What follows belongs to an exercise in optimizing a design on an open flow for small area; a production flow would make more cautious choices. The RTL was checked by simulation tests, not by an equivalence proof against the original design. Power figures rest on the tool's default switching activity, not on a simulated workload.

===== design/flow/design.v =====
module control(
    input pclk,
    input resetn,
    output tx_rinc,
    input [7:0] tx_rdata,
    input tx_rempty,
    output tx,
    output rx_winc,
    output [7:0] rx_wdata,
    input rx_wfull,
    input rx
);
    function [5:0] enc6;
        input [3:0] n;
        case (n)
            4'h0: enc6 = 6'b001110; 4'h1: enc6 = 6'b001101;
            4'h2: enc6 = 6'b010011; 4'h3: enc6 = 6'b010110;
            4'h4: enc6 = 6'b010101; 4'h5: enc6 = 6'b100011;
            4'h6: enc6 = 6'b100110; 4'h7: enc6 = 6'b100101;
            4'h8: enc6 = 6'b011001; 4'h9: enc6 = 6'b011010;
            4'ha: enc6 = 6'b011100; 4'hb: enc6 = 6'b110001;
            4'hc: enc6 = 6'b110010; 4'hd: enc6 = 6'b101001;
            4'he: enc6 = 6'b101010; default: enc6 = 6'b101100;
        endcase
    endfunction
    function [3:0] dec6;
        input [5:0] w;
        case (w)
            6'b001110: dec6 = 4'h0; 6'b001101: dec6 = 4'h1;
            6'b010011: dec6 = 4'h2; 6'b010110: dec6 = 4'h3;
            6'b010101: dec6 = 4'h4; 6'b100011: dec6 = 4'h5;
            6'b100110: dec6 = 4'h6; 6'b100101: dec6 = 4'h7;
            6'b011001: dec6 = 4'h8; 6'b011010: dec6 = 4'h9;
            6'b011100: dec6 = 4'ha; 6'b110001: dec6 = 4'hb;
            6'b110010: dec6 = 4'hc; 6'b101001: dec6 = 4'hd;
            6'b101010: dec6 = 4'he; 6'b101100: dec6 = 4'hf;
            default:   dec6 = 4'h0;
        endcase
    endfunction
    localparam [3:0] E_IDLE = 4'd0, E_SH = 4'd1, E_SL = 4'd2, E_D0 = 4'd3, E_D11 = 4'd14;
    localparam [2:0] C_IDLE = 3'd0, C_WAIT = 3'd1, C_SEND = 3'd2, C_LOW = 3'd3, C_GAP = 3'd4;
    reg [12:0] pwm;         
    reg        encoding;    
    reg        curTx;
    reg [3:0]  est;
    reg [7:0]  cnt;         
    reg [4:0]  sym;         
    reg [7:0]  dbuf;        
    reg [2:0]  cst;
    reg [9:0]  lowcnt;
    wire e_sl   = (est == E_SL);
    wire e_last = (est == E_D11);
    wire sym23  = sym[4] & sym[2] & sym[1] & sym[0];
    wire cnt2   = (cnt == 8'd2);
    wire cnt49  = cnt[5] & cnt[4] & cnt[0];              
    wire cnt249 = &cnt[7:3] & cnt[0];                     
    wire ready  = cnt2 & (e_sl | (e_last & ~sym23));
    wire frameEnd = e_last & cnt49 & sym23;
    wire c_idle = (cst == C_IDLE);
    wire c_wait = (cst == C_WAIT);
    wire c_send = (cst == C_SEND);
    wire c_low  = (cst == C_LOW);
    wire c_gap  = (cst == C_GAP);
    wire low_done = lowcnt[9] & lowcnt[8] & lowcnt[6] & lowcnt[4] & lowcnt[0];             
    wire gap_done = lowcnt[9] & lowcnt[6] & lowcnt[4] & lowcnt[2] & lowcnt[1] & lowcnt[0];  
    reg encode;
    reg [2:0] cst_n;
    always @(*) begin
        cst_n = cst;
        encode = 1'b0;
        case (cst)
            C_IDLE: if (~tx_rempty) begin
                        if (pwm[12]) begin cst_n = C_WAIT; encode = 1'b1; end
                        else cst_n = C_LOW;
                    end
            C_LOW:  if (low_done) begin cst_n = C_WAIT; encode = 1'b1; end
            C_WAIT: begin encode = 1'b1; if (ready) cst_n = C_SEND; end
            C_SEND: begin
                        encode = ~(ready & tx_rempty);
                        if (frameEnd) cst_n = C_GAP;
                        else if (ready & tx_rempty) cst_n = C_IDLE;
                    end
            C_GAP:  if (gap_done) cst_n = C_IDLE;
            default: cst_n = C_IDLE;
        endcase
    end
    assign tx_rinc = ready & (c_wait | (c_send & ~tx_rempty));
    always @(posedge pclk or negedge resetn) begin
        if (~resetn) cst <= C_IDLE;
        else cst <= cst_n;
    end
    always @(posedge pclk) begin
        if (c_low | c_gap) lowcnt <= lowcnt + 1'b1;
        else lowcnt <= 10'd0;
    end
    wire [3:0] nib = (est >= 4'd9) ? dbuf[7:4] : dbuf[3:0];
    wire [5:0] code = enc6(nib);
    reg  [2:0] bidx;
    always @(*) begin
        case (est)
            4'd3, 4'd9:  bidx = 3'd0;
            4'd4, 4'd10: bidx = 3'd1;
            4'd5, 4'd11: bidx = 3'd2;
            4'd6, 4'd12: bidx = 3'd3;
            4'd7, 4'd13: bidx = 3'd4;
            default:     bidx = 3'd5;
        endcase
    end
    wire dbit = code[bidx];
    reg [3:0] est_n;
    reg [7:0] cnt_n;
    reg [4:0] sym_n;
    reg       tx_n;
    always @(*) begin
        est_n = est;
        cnt_n = cnt + 1'b1;
        sym_n = sym;
        tx_n  = curTx;
        case (est)
            E_IDLE: begin
                tx_n = 1'b0; cnt_n = 8'd0; sym_n = 5'd0;
                if (encode) est_n = E_SH;
            end
            E_SH: begin
                tx_n = 1'b1;
                if (cnt249) begin est_n = E_SL; cnt_n = 8'd0; end
            end
            E_SL: begin
                tx_n = 1'b0;
                if (cnt249) begin est_n = E_D0; cnt_n = 8'd0; end
            end
            default: begin
                if (cnt49) begin
                    cnt_n = 8'd0;
                    if (e_last) begin
                        if (encode & ~sym23) begin est_n = E_D0; sym_n = sym + 1'b1; end
                        else begin est_n = E_IDLE; sym_n = 5'd0; end
                    end else est_n = est + 1'b1;
                end else tx_n = dbit;
            end
        endcase
    end
    always @(posedge pclk or negedge resetn) begin
        if (~resetn) begin
            est <= E_IDLE;
            encoding <= 1'b0;
            pwm <= 13'd0;
        end else begin
            est <= est_n;
            encoding <= (est != E_IDLE);
            if (~encoding) pwm <= pwm + 1'b1;
        end
    end
    always @(posedge pclk) begin
        cnt <= cnt_n;
        sym <= sym_n;
        curTx <= tx_n;
        if ((e_sl & (cnt == 8'd248)) | (e_last & (cnt == 8'd48))) dbuf <= tx_rdata;
    end
    assign tx = encoding ? curTx : pwm[12];
    localparam [4:0] R_IDLE = 5'd0, R_SH0 = 5'd1, R_SH4 = 5'd5, R_PEND = 5'd6,
                     R_SL0 = 5'd7, R_SL1 = 5'd8, R_SL4 = 5'd11, R_D0 = 5'd12, R_D11 = 5'd23,
                     R_V0 = 5'd24, R_V1 = 5'd25;
    reg [1:0]  rs;
    reg [4:0]  rst;
    reg [15:0] c;      
    reg [4:0]  v;      
    reg [5:0]  S;      
    reg [1:0]  m;      
    reg [11:0] raw;
    reg        dv;
    reg        winc_q;
    reg [7:0]  wdata_q;
    wire act  = ~((rst == R_IDLE) | (rst == R_PEND));
    wire live = &S;
    wire win  = (v >= 5'd17) & (v <= 5'd21) & (c[0] == v[0]);
    wire ph22 = (v == 5'd22) & ~c[0];
    wire dec  = ph22 & live;
    wire bitv = &m;
    wire wrapzone = &c[15:6] & (c[5] | c[4]);
    reg pass;
    integer i;
    always @(*) begin
        pass = 1'b1;
        for (i = 0; i < 7; i = i + 1)
            if ((&raw[i +: 6]) | ~(|raw[i +: 6])) pass = 1'b0;
    end
    reg [4:0] rst_n;
    always @(*) begin
        rst_n = rst;
        case (rst)
            R_IDLE: if (&rs) rst_n = R_SH0;
            R_PEND: if (~|rs) rst_n = R_SL0;
            R_SL0:  if (dec & ~bitv) rst_n = R_SL1;
            R_V0:   rst_n = R_V1;
            R_V1:   rst_n = pass ? R_D0 : R_IDLE;
            default: begin
                if (dec) begin
                    if (rst <= R_SH4) rst_n = bitv ? rst + 1'b1 : R_IDLE;
                    else if (rst <= R_SL4) rst_n = ~bitv ? rst + 1'b1 : R_IDLE;
                    else rst_n = rst + 1'b1;
                end
            end
        endcase
    end
    always @(posedge pclk or negedge resetn) begin
        if (~resetn) begin
            rst <= R_IDLE;
            winc_q <= 1'b0;
            wdata_q <= 8'h0;
        end else begin
            rst <= rst_n;
            winc_q <= dv & ~rx_wfull;
            if (dv & ~rx_wfull) wdata_q <= {dec6(raw[11:6]), dec6(raw[5:0])};
        end
    end
    always @(posedge pclk) begin
        rs <= {rs[0], rx};
        dv <= (rst == R_V1) & pass;
        if (~act) begin
            c <= 16'd0;
            v <= 5'd0;
            S <= 6'h3f;
        end else begin
            c <= c + 1'b1;
            v <= (v == 5'd24) ? 5'd0 : v + 1'b1;
            if (ph22) begin
                if (wrapzone) S <= ~c[5:0];
                else if (~live) S <= S - 1'b1;
            end
        end
        m <= win ? (m + {1'b0, rs[1] & ~bitv}) : 2'd0;
        if (dec & (rst >= R_D0) & (rst <= R_D11)) raw <= {bitv, raw[11:1]};
    end
    assign rx_winc = winc_q;
    assign rx_wdata = wdata_q;
endmodule

===== design/flow/run.sh =====
#!/bin/bash
# synth_recipe.tcl (not shown) runs the flow's synth.tcl, then flattens the netlist and writes it again
# the make line also repeats each setting of config.mk as NAME=value (left out here)
make -C /OpenROAD-flow-scripts/flow DESIGN_CONFIG=/design/flow/config.mk WORK_HOME=/design/flow/orfs CLKGATE_MAP_FILE= SYNTH_SCRIPT=/design/flow/synth_recipe.tcl finish

===== design/flow/config.mk =====
export PLATFORM = sky130hd
export DESIGN_NAME = control
export DESIGN_NICKNAME = control
export VERILOG_FILES = /design/flow/design.v
export SDC_FILE = /design/flow/constraint.sdc
export NUM_CORES = 4
export LEC_CHECK = 0
export CAP_MARGIN = 20
export CORE_MARGIN = 2
export CORE_UTILIZATION = 40
export PLACE_DENSITY = 0.6
export SLEW_MARGIN = 20

===== design/flow/constraint.sdc =====
create_clock -name core_clock -period 10.0 [get_ports {pclk}]
set_input_delay 2.0000 -clock core_clock [delete_from_list [all_inputs] [get_ports {pclk}]]
set_output_delay 2.0000 -clock core_clock [all_outputs]
set_load 0.01 [all_outputs]

==> results of run 1 <==
[report_power, final]
| group | total (W) | internal [W] | leakage, nW | switching [W] |
|---|---|---|---|---|
| combinational | 0.000125 | 0.0000511 | 1.51 | 0.0000740 |
| sequential | 0.000510 | 0.000481 | 1.15 | 0.0000295 |
| clock | 0.000354 | 0.000199 | 0.144 | 0.000155 |
| total | 0.000989 | 0.000730 | 2.81 | 0.000259 |
[kinds of logic after synthesis]
group,count (synthesis)
simple gates,289
buf+inv,75
flops,111
xor+xnor,49
mux,12
compound gates,153
fa+ha+maj,39
[routing by layer]
metal  track usage (%)  vias to the layer above  wire, µm
met5                 0                        -         0
met4              5.68                        0       208
met3              2.97                       25       422
met2              24.2                       90      5900
met1              20.2                     2477      6150
li1                  -                     2584         -
[worst max path at each step]
| stage | to | slack (ns) | cells past startpoint |
|---|---|---|---|
| after floorplan | tx_rinc | 5.61 | 3 |
| after global placement | tx_rinc | 4.63 | 5 |
| after detailed placement | tx_rinc | 4.63 | 5 |
| after CTS | tx_rinc | 4.62 | 5 |
| after global routing | tx_rinc | 4.51 | 5 |
| final | tx_rinc | 4.63 | 5 |
[flip-flops by register name (all words and copies together) (netlist names)]
register / flops
c: 16
pwm: 13
raw: 12
lowcnt: 10
cnt: 8
dbuf: 8
wdata_q: 8
S: 6
rst: 5
sym: 5
v: 5
est: 4
cst: 3
m: 2
rs: 2
curTx: 1
dv: 1
encoding: 1
winc_q: 1
[metrics by stage]
step,cell area (µm²),total power [W]
global placement,6830,0.000640
detailed placement,6830,0.000645
CTS,7120,0.00100
finish,7120,0.000989
floorplan,6480,0.000609
global route,7120,0.00104
[cell usage after synthesis, types with 4 or more instances]
cell,count,area (µm²)
nand3b_1,4,30.0
o211ai_1,5,37.5
ha_1,39,488
o311ai_0,4,35.0
or4_1,4,30.0
o2111ai_1,5,43.8
mux2_2,7,78.8
a31oi_1,8,50.1
o22ai_1,8,50.1
clkbuf_1,32,120
nand2_1,62,233
nor2_1,82,308
o31ai_1,5,37.5
and3_1,23,144
a211oi_1,6,45.0
o21ai_0,34,170
and2_1,8,50.1
nor3_1,14,70.1
nand2b_1,7,43.8
nor3b_1,7,52.6
inv_1,38,143
dfrtp_1,35,876
dfxtp_1,50,1000
xnor2_1,28,245
nand3_1,29,145
or3_1,6,37.5
nand4_1,15,93.8
mux2i_1,5,50.1
nor2b_1,13,81.3
edfxtp_1,26,781
xor2_1,21,184
a21oi_1,40,200
[cell usage in the layout, fill, tap and decap left out, types with 23 or more instances in the layout]
master | Yosys | routed
nor2_1 | 82 | 82
nand2_1 | 62 | 62
dfxtp_1 | 50 | 50
a21oi_1 | 40 | 40
ha_1 | 39 | 39
inv_1 | 38 | 38
dfrtp_1 | 35 | 35
o21ai_0 | 34 | 33
nand3_1 | 29 | 29
xnor2_1 | 28 | 28
edfxtp_1 | 26 | 26
and3_1 | 23 | 23
[layout make-up]
| type | count | area, µm² | share of cell area, % |
|---|---|---|---|
| Timing Repair Buffer | 23 | 225 | 3.16 |
| Multi-Input combinational cell | 542 | 3540 | 49.7 |
| Clock buffer | 11 | 243 | 3.41 |
| Tap cell | 216 | 270 | 3.79 |
| Sequential cell | 111 | 2660 | 37.3 |
| Clock inverter | 5 | 47.5 | 0.667 |
| Inverter | 38 | 143 | 2.00 |
==> results.tsv, run 1 <==
stage	metric	value	unit
status	outcome	no timing/DRC/antenna violations	
detailed_routing	DRC violation count after routing	0	
final_layout	share of layout cells above drive strength 1	4.11	%
final_layout	Antenna Cells	0	
pwr	Peak VDD IR	0.0000873	V
floorplan	DIE HEIGHT	131	µm
pwr	Power Density	139	nW/µm²
floorplan	core area	15900	µm²
final_layout	area delta synth->final	9.95	%
placement	count of input and output buffers	23	
final_layout	Core Util, Final	44.8	%
sta	final period utilization	53.7	%
worst_setup_path	Slowest cell on crit path	clkdlybuf4s50_1	
floorplan	Die Width	131	µm
run	total of max-cap violations	0	
clock_network	Sink Count	111	
synthesis	largest family of logic cells by synthesized area	simple AND/OR/NAND/NOR gates	
clock_network	CTS tree	done	
detailed_routing	number of DRC markers in iteration 0	391	
min_path	Hold EP	rs[1]$_DFF_P_	
synthesis	count of unique library cells instantiated by Yosys	68	
worst_setup_path	worst-path maximum fanout	5	
min_path	hold depth	0	
worst_setup_path	worst setup path class	in2out	
synthesis	xor-xnor portion of the synthesized cell area	6.62	%
worst_setup_path	R2R depth	11	
sta	Worst Skew	0.00675	ns
floorplan	initial core utilization	40.8	%
sta	final hold violations	0	
synthesis	EDFF count, synth	26	
sta	f_max	186	MHz
worst_setup_path	critical path's most frequent cell	clkdlybuf4s50_1	
grt	maximum number of pins on one net before global-route repair	36	
sta	Slew Limit Fails	0	
synthesis	main flop type after synthesis	dfxtp_1	
clock_network	worst skew pair latency	0.35	ns
detailed_routing	Via-to-Cell Ratio	5.47	
worst_setup_path	Worst R2R Setup Slack	6.14	ns
synthesis	adder-cell area share of the yosys netlist	7.53	%
worst_setup_path	worst path bufs/invs	2	
detailed_routing	DRT Pass-1 Iters	5	
final_layout	Finished Layout Cells	946	
final_layout	layout net count	777	
sta	max_slew headroom	34.9	%
detailed_routing	routed vias	5176	
grt	GRT overflow	0	
placement	dpl ws	4.63	ns
worst_setup_path	r2r startpoint	est[0]$_DFFE_PN0P_	
worst_setup_path	worst path arrival time	3.37	ns
clock_network	Resized Gates After CTS	0	
worst_setup_path	Critical Path Source Type	input pin	
clock_network	# hold bufs at CTS	0	
grt	first-pass GRT wire length	22.3	mm
floorplan	full die area	17200	µm²
worst_setup_path	CP cell instances	clkdlybuf4s50_1, nor2_1, a21oi_1, nor3_1, clkdlybuf4s50_1	
worst_setup_path	Critical Path Max Stage Delay	0.56	ns
synthesis	Synth Warn #	1	
sta	Worst Tran Pin Value	0.976	ns
min_path	Hold Path Class	reg2reg	
synthesis	Seq cells post-synth	111	
synthesis	Synth Cell Area	6480	µm²
placement	hpwl dp	9.07	mm
sta	Min Clock Period, post-route	5.37	ns
floorplan	IO Pins	24	
final_layout	number of fill cells	1532	
synthesis	fraction of synthesized area in multiplexers	1.99	%
synthesis	FFs w/ async S/R, synth	31.5	%
detailed_routing	post-route ant nets	0	
min_path	HP Start	rs[0]$_DFF_P_	
worst_setup_path	r2r endpoint	curTx$_DFFE_PP_	
clock_network	maximum buffer depth of the clock tree	2	
grt	vias in the first global route	4855	
grt	Tot GR Track Use	15.1	%
grt	initial antenna violation count	0	
clock_network	H-tree levels	3	
synthesis	Synth Net Count	780	
synthesis	mean post-synth cell area	8.90	µm²
detailed_routing	WL/cell	13.4	µm
pwr	leakage power	2.81	nW
clock_network	Setup Fix Bufs, Post-CTS	0	
sta	RSZ-0062 raised after global routing	no	
sta	final hold slack	0.368	ns
worst_setup_path	crit path from	tx_rempty	
sta	post-route setup slack	4.63	ns
placement	placed cell count	930	
sta	Fin Setup TNS	0	ns
sta	Setup violations, final	0	
synthesis	post-synthesis simple-gate area fraction	22.4	%
clock_network	CTS Buf Count	9	
detailed_routing	Total Routed Length	12.7	mm
clock_network	CTS root buffer	clkbuf_16	
worst_setup_path	delay-heaviest family, CP	buffers and inverters	
placement	GPL Wtd Cong	0.793	
synthesis	sequential share of the synthesized area	41.0	%
synthesis	Mapped Cells	728	
worst_setup_path	Worst Path Required	8.00	ns
worst_setup_path	Worst Setup End Kind	output pin	
clock_network	Reg clk slew, reported paths	0.07	ns
floorplan	Rows	46	
synthesis	Synth Area in Compound Gates	16.1	%
==> inputs of run 2 (changes only) <==
==> design/flow/flow/run.sh (new file) <==
#!/bin/bash
# Own layout flow: the standard ORFS flow (standard.sh), with a synthesis script that
# maps the logic for area: no half/full-adder cell extraction and an area-only ABC script.
# Registers, names and the rest of the flow are those of the standard flow.
set -euo pipefail
W=$(pwd)
F=$W/flow
sed "s#@ABC@#$F/area.abc#" "$F/synth_own.tcl" > "$W/synth_own.tcl"
sed "s#SYNTH_SCRIPT=[^ ]*#SYNTH_SCRIPT=$W/synth_own.tcl#" "$W/standard.sh" > "$W/own_standard.sh"
grep -q "SYNTH_SCRIPT=$W/synth_own.tcl" "$W/own_standard.sh"
bash "$W/own_standard.sh" > "$W/orfs_make.log" 2>&1
==> design/flow/flow/area.abc (new file) <==
strash
ifraig
scorr
dc2
strash
&get -n
&dch -f
&nf -a -R 1000
&put
==> design/flow/flow/synth_own.tcl (new file) <==
proc synth {args} { yosys synth -nofsm -noshare {*}$args }
set ::env(ADDER_MAP_FILE) ""
proc abc {args} {
  set i [lsearch -exact $args -script]
  if {$i >= 0} { set args [lreplace $args $i [expr {$i + 1}] -script @ABC@] }
  yosys abc {*}$args
}
source $::env(SCRIPTS_DIR)/synth.tcl
# left out here: clear keep_hierarchy, flatten, clean up, hide names made inside functions, write 1_2_yosys.v
==> design/flow/standard.sh (new file) <==
#!/bin/bash
# synth_recipe.tcl (not shown) runs the flow's synth.tcl, then flattens the netlist and writes it again
# the make line also repeats each setting of config.mk as NAME=value (left out here)
make -C /OpenROAD-flow-scripts/flow DESIGN_CONFIG=/design/flow/config.mk WORK_HOME=/design/flow/orfs CLKGATE_MAP_FILE= SYNTH_SCRIPT=/design/flow/synth_recipe.tcl "${@:-finish}"
removed: design/flow/run.sh
==> run 2 against run 1 <==
First-iteration DRC count is 12% lower. Sequential share of layout area is 7.2 points higher. Design area is 16% lower. Total power grew 20%. Count of clock-buffer cells in the layout did not move. Synthesized cell count fell by 19%. Global-route usage grew 0.48 points. Critical path type unchanged. Largest power group unchanged. Highest routed layer unchanged.
==> results.tsv, run 2 <==
stage	metric	value	unit
status	outcome	no timing/DRC/antenna violations	
clock_network	Reg clk slew, reported paths	0.07	ns
floorplan	Die Width	118	µm
synthesis	Synth Cell Area	5240	µm²
grt	initial antenna violation count	0	
detailed_routing	Via-to-Cell Ratio	5.49	
clock_network	Sink Count	111	
clock_network	maximum buffer depth of the clock tree	2	
pwr	leakage power	2.32	nW
synthesis	Seq cells post-synth	111	
sta	RSZ-0062 raised after global routing	no	
floorplan	initial core utilization	41.1	%
synthesis	area leader, netlist	dfxtp_1	
synthesis	Synth Net Count	603	
detailed_routing	post-route ant nets	0	
synthesis	Synth top area share	19.1	%
clock_network	Resized Gates After CTS	0	
floorplan	IO Pins	24	
run	total of max-cap violations	0	
final_layout	Antenna Cells	0	
synthesis	main flop type after synthesis	dfxtp_1	
sta	Worst Tran Pin Value	0.953	ns
sta	Setup violations, final	0	
detailed_routing	number of DRC markers in iteration 0	343	
synthesis	Mapped Cells	590	
synthesis	FFs w/ async S/R, synth	31.5	%
detailed_routing	met2 wire length	4.87	mm
clock_network	CTS Buf Count	9	
floorplan	full die area	14000	µm²
floorplan	Rows	41	
detailed_routing	DRC violation count after routing	0	
grt	maximum number of pins on one net before global-route repair	36	
detailed_routing	Total Routed Length	10.5	mm
worst_setup_path	worst setup path class	in2out	
grt	vias in the first global route	4044	
pwr	Power Density	198	nW/µm²
placement	count of input and output buffers	23	
sta	Fin Setup TNS	0	ns
worst_setup_path	Critical Path Max Stage Delay	0.55	ns
synthesis	top post-synthesis cells by area	dfxtp_1 (19%), dfrtp_1 (17%), edfxtp_1 (15%), nor2_1 (6.0%), a21oi_1 (5.9%)	
detailed_routing	DRT Pass-1 Iters	5	
worst_setup_path	r2r endpoint	curTx$_DFFE_PP_	
sta	final period utilization	53.3	%
detailed_routing	routed vias	4410	
detailed_routing	DRT met1 WL	4.97	mm
clock_network	H-tree levels	3	
placement	GPL Wtd Cong	0.873	
sta	f_max	187	MHz
floorplan	core area	12700	µm²
clock_network	CTS tree	done	
synthesis	EDFF count, synth	26	
worst_setup_path	Slowest cell on crit path	clkdlybuf4s50_1	
sta	post-route setup slack	4.67	ns
synthesis	sequential share of the synthesized area	50.8	%
floorplan	DIE HEIGHT	118	µm
placement	dpl ws	4.67	ns
clock_network	# hold bufs at CTS	0	
min_path	Hold EP	rs[1]$_DFF_P_	
worst_setup_path	R2R depth	9	
sta	max_slew headroom	35.9	%
worst_setup_path	Worst Setup End Kind	output pin	
worst_setup_path	worst-path maximum fanout	3	
final_layout	max reg flops	16	
worst_setup_path	Critical Path Source Type	input pin	
clock_network	worst skew pair latency	0.35	ns
grt	GRT overflow	0	
synthesis	top-count cell post-synth	nor2_1	
sta	Min Clock Period, post-route	5.33	ns
worst_setup_path	CP cell instances	clkdlybuf4s50_1, nor2_1, nor2_1, nor2_1, clkdlybuf4s50_1	
min_path	hold depth	0	
synthesis	mean post-synth cell area	8.87	µm²
final_layout	number of fill cells	1254	
worst_setup_path	r2r startpoint	est[0]$_DFFE_PN0P_	
final_layout	biggest regs	c x16, pwm x13, raw x12	
worst_setup_path	Worst Path Required	8.00	ns
grt	first-pass GRT wire length	18.1	mm
final_layout	share of layout cells above drive strength 1	2.85	%
detailed_routing	WL/cell	13.1	µm
final_layout	area delta synth->final	14.1	%
worst_setup_path	critical path's most frequent cell	nor2_1	
final_layout	most frequent cells in the layout	nor2_1 (83), nand2_1 (66), a21oi_1 (62), dfxtp_1 (50), nor3_1 (41)	
min_path	Hold Path Class	reg2reg	
worst_setup_path	worst path arrival time	3.33	ns
clock_network	CTS root buffer	clkbuf_16	
placement	hpwl dp	7.42	mm
final_layout	layout net count	639	
sta	Slew Limit Fails	0	
final_layout	register with the most flip-flops	c	
synthesis	count of unique library cells instantiated by Yosys	49	
grt	Tot GR Track Use	15.6	%
final_layout	commonest non-fill, non-tap cell in the layout	nor2_1	
min_path	HP Start	rs[0]$_DFF_P_	
detailed_routing	Routed met3 length	523	µm
pwr	Peak VDD IR	0.000107	V
detailed_routing	Max Used Layer	met4	
sta	Worst Skew	0.00751	ns
sta	final hold violations	0	
worst_setup_path	Worst R2R Setup Slack	6.80	ns
synthesis	Synth top cells by count	nor2_1 (83), nand2_1 (66), a21oi_1 (62), dfxtp_1 (50), nor3_1 (41)	
synthesis	Synth Warn #	1	
clock_network	Setup Fix Bufs, Post-CTS	0	
-- run 2: cell types whose count changed after synthesis, moves of 12 or more --
cell      previous run  this run
clkinv_1             0        13
nor3_1              14        41
clkbuf_1            32         0
ha_1                39         0
nand3_1             29        17
a21oi_1             40        62
inv_1               38         0
-- run 2: worst max-delay path by stage --
| stage | from | to | depth (start not counted) |
|---|---|---|---|
| floorplan | tx_rempty | tx_rinc | 3 |
| global placement | tx_rempty | tx_rinc | 5 |
| detailed placement | tx_rempty | tx_rinc | 5 |
| CTS | tx_rempty | tx_rinc | 5 |
| global route | tx_rempty | tx_rinc | 5 |
| finish | tx_rempty | tx_rinc | 5 |
-- run 2: critical path, delay by kind of cell --
| family | cells | cell delay, ns |
|---|---|---|
| buf+inv | 2 | 0.99 |
| simple gates | 3 | 0.35 |
-- run 2: report_power, final --
group	internal (W)	leakage [nW]	switching [W]
Clock	0.000172	0.135	0.000163
Combinational	0.000118	1.08	0.000142
Sequential	0.000520	1.10	0.0000670
Total	0.000810	2.32	0.000372
-- run 2: kinds of logic (layout without fill, tap and decap cells) --
family / count (synthesis) / in the layout / share of synthesized area (%)
AND/OR/NAND/NOR: 285 / 285 / 26.0
AO/OA/AOI/OAI: 151 / 151 / 17.3
flip-flops: 111 / 111 / 50.8
XOR/XNOR: 27 / 27 / 4.52
buffers and inverters: 13 / 54 / 0.932
multiplexers: 3 / 3 / 0.574
-- run 2: cell type report --
class	count	area, µm²	area share, %
Clock buffer	11	233	3.90
Clock inverter	5	41.3	0.692
Inverter	13	48.8	0.817
Multi-Input combinational cell	466	2530	42.5
Sequential cell	111	2660	44.5
Tap cell	172	215	3.60
Timing Repair Buffer	25	240	4.02
-- run 2: metal layers --
layer / track usage (%) / up-vias
met1: 19.8 / 2058
li1: - / 2243
met5: 0 / -
met3: 4.58 / 10
met2: 25.5 / 99
met4: 5.06 / 0
-- run 2: through the flow --
step                      cells  utilization, %  hold slack (ns)  total power (W)  instance area [µm²]
after floorplan             590               -            0.346         0.000770                 5240
after global placement      787            44.8            0.359         0.000849                 5700
after detailed placement    787            44.8            0.360         0.000858                 5700
after CTS                   803            46.9            0.370          0.00120                 5970
after global routing        803            46.9            0.392          0.00126                 5970
final                       803            46.9            0.368          0.00118                 5970
==> inputs of run 3 (changes only) <==
--- a/design/flow/flow/run.sh
+++ b/design/flow/flow/run.sh
@@ -10,2 +10,5 @@
 grep -q "SYNTH_SCRIPT=$W/synth_own.tcl" "$W/own_standard.sh"
+# port buffers: the smallest buffer; clock tree: small buffers, no dummy loads
+export BUFFER_PORTS_ARGS="-buffer_cell sky130_fd_sc_hd__buf_1"
+export CTS_ARGS="-sink_clustering_enable -repair_clock_nets -dont_use_dummy_load -buf_list sky130_fd_sc_hd__clkbuf_8 -root_buf sky130_fd_sc_hd__clkbuf_8"
 bash "$W/own_standard.sh" > "$W/orfs_make.log" 2>&1
==> run 3 against run 2 <==
Global-route usage fell by 0.38 points. Sequential power about the same. Clock power fell by 36%. Still clean. Largest power group unchanged. Largest cell class unchanged. Critical endpoint unchanged.
==> results.tsv, run 3 <==
stage	metric	value	unit
status	outcome	no timing/DRC/antenna violations	
worst_setup_path	Critical Path Source Type	input pin	
worst_setup_path	Worst Setup End Kind	output pin	
synthesis	top post-synthesis cells by area	dfxtp_1 (19%), dfrtp_1 (17%), edfxtp_1 (15%), nor2_1 (6.0%), a21oi_1 (5.9%)	
floorplan	full die area	14000	µm²
sta	final hold violations	0	
final_layout	register with the most flip-flops	c	
clock_network	Sink Count	111	
sta	RSZ-0062 raised after global routing	no	
pwr	leakage power	2.19	nW
grt	Tot GR Track Use	15.2	%
detailed_routing	post-route ant nets	0	
sta	final period utilization	45.8	%
detailed_routing	WL/cell	13.1	µm
final_layout	Antenna Cells	0	
clock_network	worst skew pair latency	0.38	ns
pwr	Peak VDD IR	0.0000742	V
floorplan	core area	12700	µm²
final_layout	share of layout cells above drive strength 1	2.08	%
synthesis	EDFF count, synth	26	
clock_network	maximum buffer depth of the clock tree	2	
sta	Slew Limit Fails	0	
floorplan	DIE HEIGHT	118	µm
synthesis	FFs w/ async S/R, synth	31.5	%
synthesis	Mapped Cells	590	
clock_network	CTS root buffer	clkbuf_8	
detailed_routing	number of DRC markers in iteration 0	389	
detailed_routing	Total Routed Length	10.4	mm
worst_setup_path	worst-path maximum fanout	3	
clock_network	Reg clk slew, reported paths	0.08	ns
sta	Setup violations, final	0	
grt	vias in the first global route	3943	
min_path	Hold Path Class	reg2reg	
final_layout	most frequent cells in the layout	nor2_1 (83), nand2_1 (66), a21oi_1 (62), dfxtp_1 (50), nor3_1 (41)	
final_layout	final instance area	5680	µm²
sta	Worst Tran Pin Value	0.938	ns
synthesis	mean post-synth cell area	8.87	µm²
final_layout	commonest non-fill, non-tap cell in the layout	nor2_1	
synthesis	Synth top cells by count	nor2_1 (83), nand2_1 (66), a21oi_1 (62), dfxtp_1 (50), nor3_1 (41)	
placement	hpwl dp	7.47	mm
synthesis	area leader, netlist	dfxtp_1	
sta	Fin Setup TNS	0	ns
synthesis	top-count cell post-synth	nor2_1	
detailed_routing	routed vias	4330	
grt	busiest grt layer	met2	
synthesis	sequential share of the synthesized area	50.8	%
final_layout	Core Util, Final	44.7	%
clock_network	CTS tree	done	
grt	maximum number of pins on one net before global-route repair	36	
floorplan	Rows	41	
placement	GPL Wtd Cong	0.877	
sta	Worst Skew	0.0148	ns
synthesis	Synth Net Count	603	
synthesis	Seq cells post-synth	111	
placement	DP Area	5560	µm²
detailed_routing	DRT Pass-1 Iters	5	
grt	met3 usage	3.43	%
final_layout	area delta synth->final	8.56	%
grt	first-pass GRT wire length	17.6	mm
sta	Min Clock Period, post-route	4.58	ns
clock_network	H-tree levels	3	
final_layout	max reg flops	16	
grt	initial antenna violation count	0	
synthesis	Synth top area share	19.1	%
detailed_routing	DRC violation count after routing	0	
floorplan	IO Pins	24	
synthesis	main flop type after synthesis	dfxtp_1	
placement	count of input and output buffers	23	
clock_network	CTS Buf Count	9	
worst_setup_path	worst setup path class	in2out	
final_layout	layout net count	639	
synthesis	Synth Cell Area	5240	µm²
sta	max_slew headroom	37.0	%
clock_network	Setup Fix Bufs, Post-CTS	0	
worst_setup_path	Worst Path Required	8.00	ns
clock_network	# hold bufs at CTS	0	
pwr	Total Power	0.00104	W
grt	met2 usage	24.2	%
sta	final hold slack	0.372	ns
final_layout	biggest regs	c x16, pwm x13, raw x12	
sta	f_max	218	MHz
synthesis	Synth Warn #	1	
worst_setup_path	worst path arrival time	2.58	ns
grt	met1 global-route usage	19.9	%
grt	GRT overflow	0	
clock_network	Resized Gates After CTS	0	
floorplan	initial core utilization	41.1	%
run	total of max-cap violations	0	
floorplan	Die Width	118	µm
pwr	Power Density	184	nW/µm²
synthesis	count of unique library cells instantiated by Yosys	49	
detailed_routing	Via-to-Cell Ratio	5.44	
run 3: cell count changes in the layout (fill, tap and decap cells not counted), sizes merged:
cell           previous run  this run
clkdlybuf4s50            22         0
buf                       3        24
inv                       3         0
clkinv                   15        13
clkbuf                   11        10
run 3: through the flow:
step | setup slack [ns] | std cells
2_1_floorplan | 5.65 | 590
3_3_place_gp | 5.42 | 787
3_5_place_dp | 5.42 | 787
4_1_cts | 5.42 | 796
5_1_grt | 5.37 | 796
6_report | 5.42 | 796
run 3: kinds of logic after synthesis:
family	count (synthesis)	share of synthesized area, %
AND/OR/NAND/NOR	285	26.0
AO/OA/AOI/OAI	151	17.3
flip-flops	111	50.8
XOR/XNOR	27	4.52
buffers and inverters	13	0.932
multiplexers	3	0.574
run 3: worst paths after layout:
check                                   start  cells past startpoint  slack [ns]                      to
max reg2reg                est[0]$_DFFE_PN0P_                      9        6.85         curTx$_DFFE_PP_
max in group asynchronous              resetn                      1        7.72      rst[3]$_DFFE_PN0P_
min                             rs[0]$_DFF_P_                      0        0.37           rs[1]$_DFF_P_
max                                 tx_rempty                      5        5.42                 tx_rinc
min in group asynchronous              resetn                      1        1.72  wdata_q[0]$_DFFE_PN0P_
min reg2reg                     rs[0]$_DFF_P_                      0        0.37           rs[1]$_DFF_P_
run 3: layer usage:
metal  wire length (µm)  vias up  share of wire [%]
met2               4840       95                 47
met5                  0        -                  0
li1                   -     2226                  -
met1               4940     1998                 48
met4                153        0                1.5
met3                467       11                4.5
run 3: cell type report:
| class | instances | area, µm² |
|---|---|---|
| inverters | 13 | 48.8 |
| clock buffers | 9 | 124 |
| flip-flops and latches | 111 | 2660 |
| repair buffers | 25 | 103 |
| multi-input cells | 466 | 2530 |
| well taps | 172 | 215 |
| fillers | 1296 | 7040 |
run 3: report_power, final:
part | total, W | switching (W) | internal, W
logic | 0.000243 | 0.000143 | 0.0000999
registers | 0.000588 | 0.0000682 | 0.000520
clock network | 0.000213 | 0.000132 | 0.0000812
total | 0.00104 | 0.000343 | 0.000701
run 3: critical path: stages:
cell and delay, ns:
buf_1 0.10, nor2_1 0.14, nor2_1 0.06, nor2_1 0.11, buf_1 0.17

## what the ideal ports hide
In the flow no input, the clock included, has a driving cell. The finished layouts below were timed again as built, in two steps.
Step 1, drivers: a clkbuf_16 drives pclk and a buf_2 each remaining input, both assumed.
Step 2 adds t to the input delays and takes it off the output delays; t is the mean of the earliest and latest rising clock arrival at the registers after step 1. Input paths then give back, and output paths get back, about the clock's delay inside the block.
Slacks: no drivers / after step 1 / after step 2; pairs: no drivers / after step 1.
run	t, ns	setup WS [ns]	slew at the worst register clock pin (ns)
run 1	0.389	4.631 / 4.608 / 4.608	0.07 / 0.07
run 2	0.389	4.666 / 4.642 / 4.642	0.07 / 0.07
run 3	0.403	5.421 / 5.392 / 5.392	0.10 / 0.10
After both steps every run listed still meets setup and hold. For run 3, which loses most, drivers alone change the setup slack by -0.029 ns; drivers and shift together by -0.029 ns.
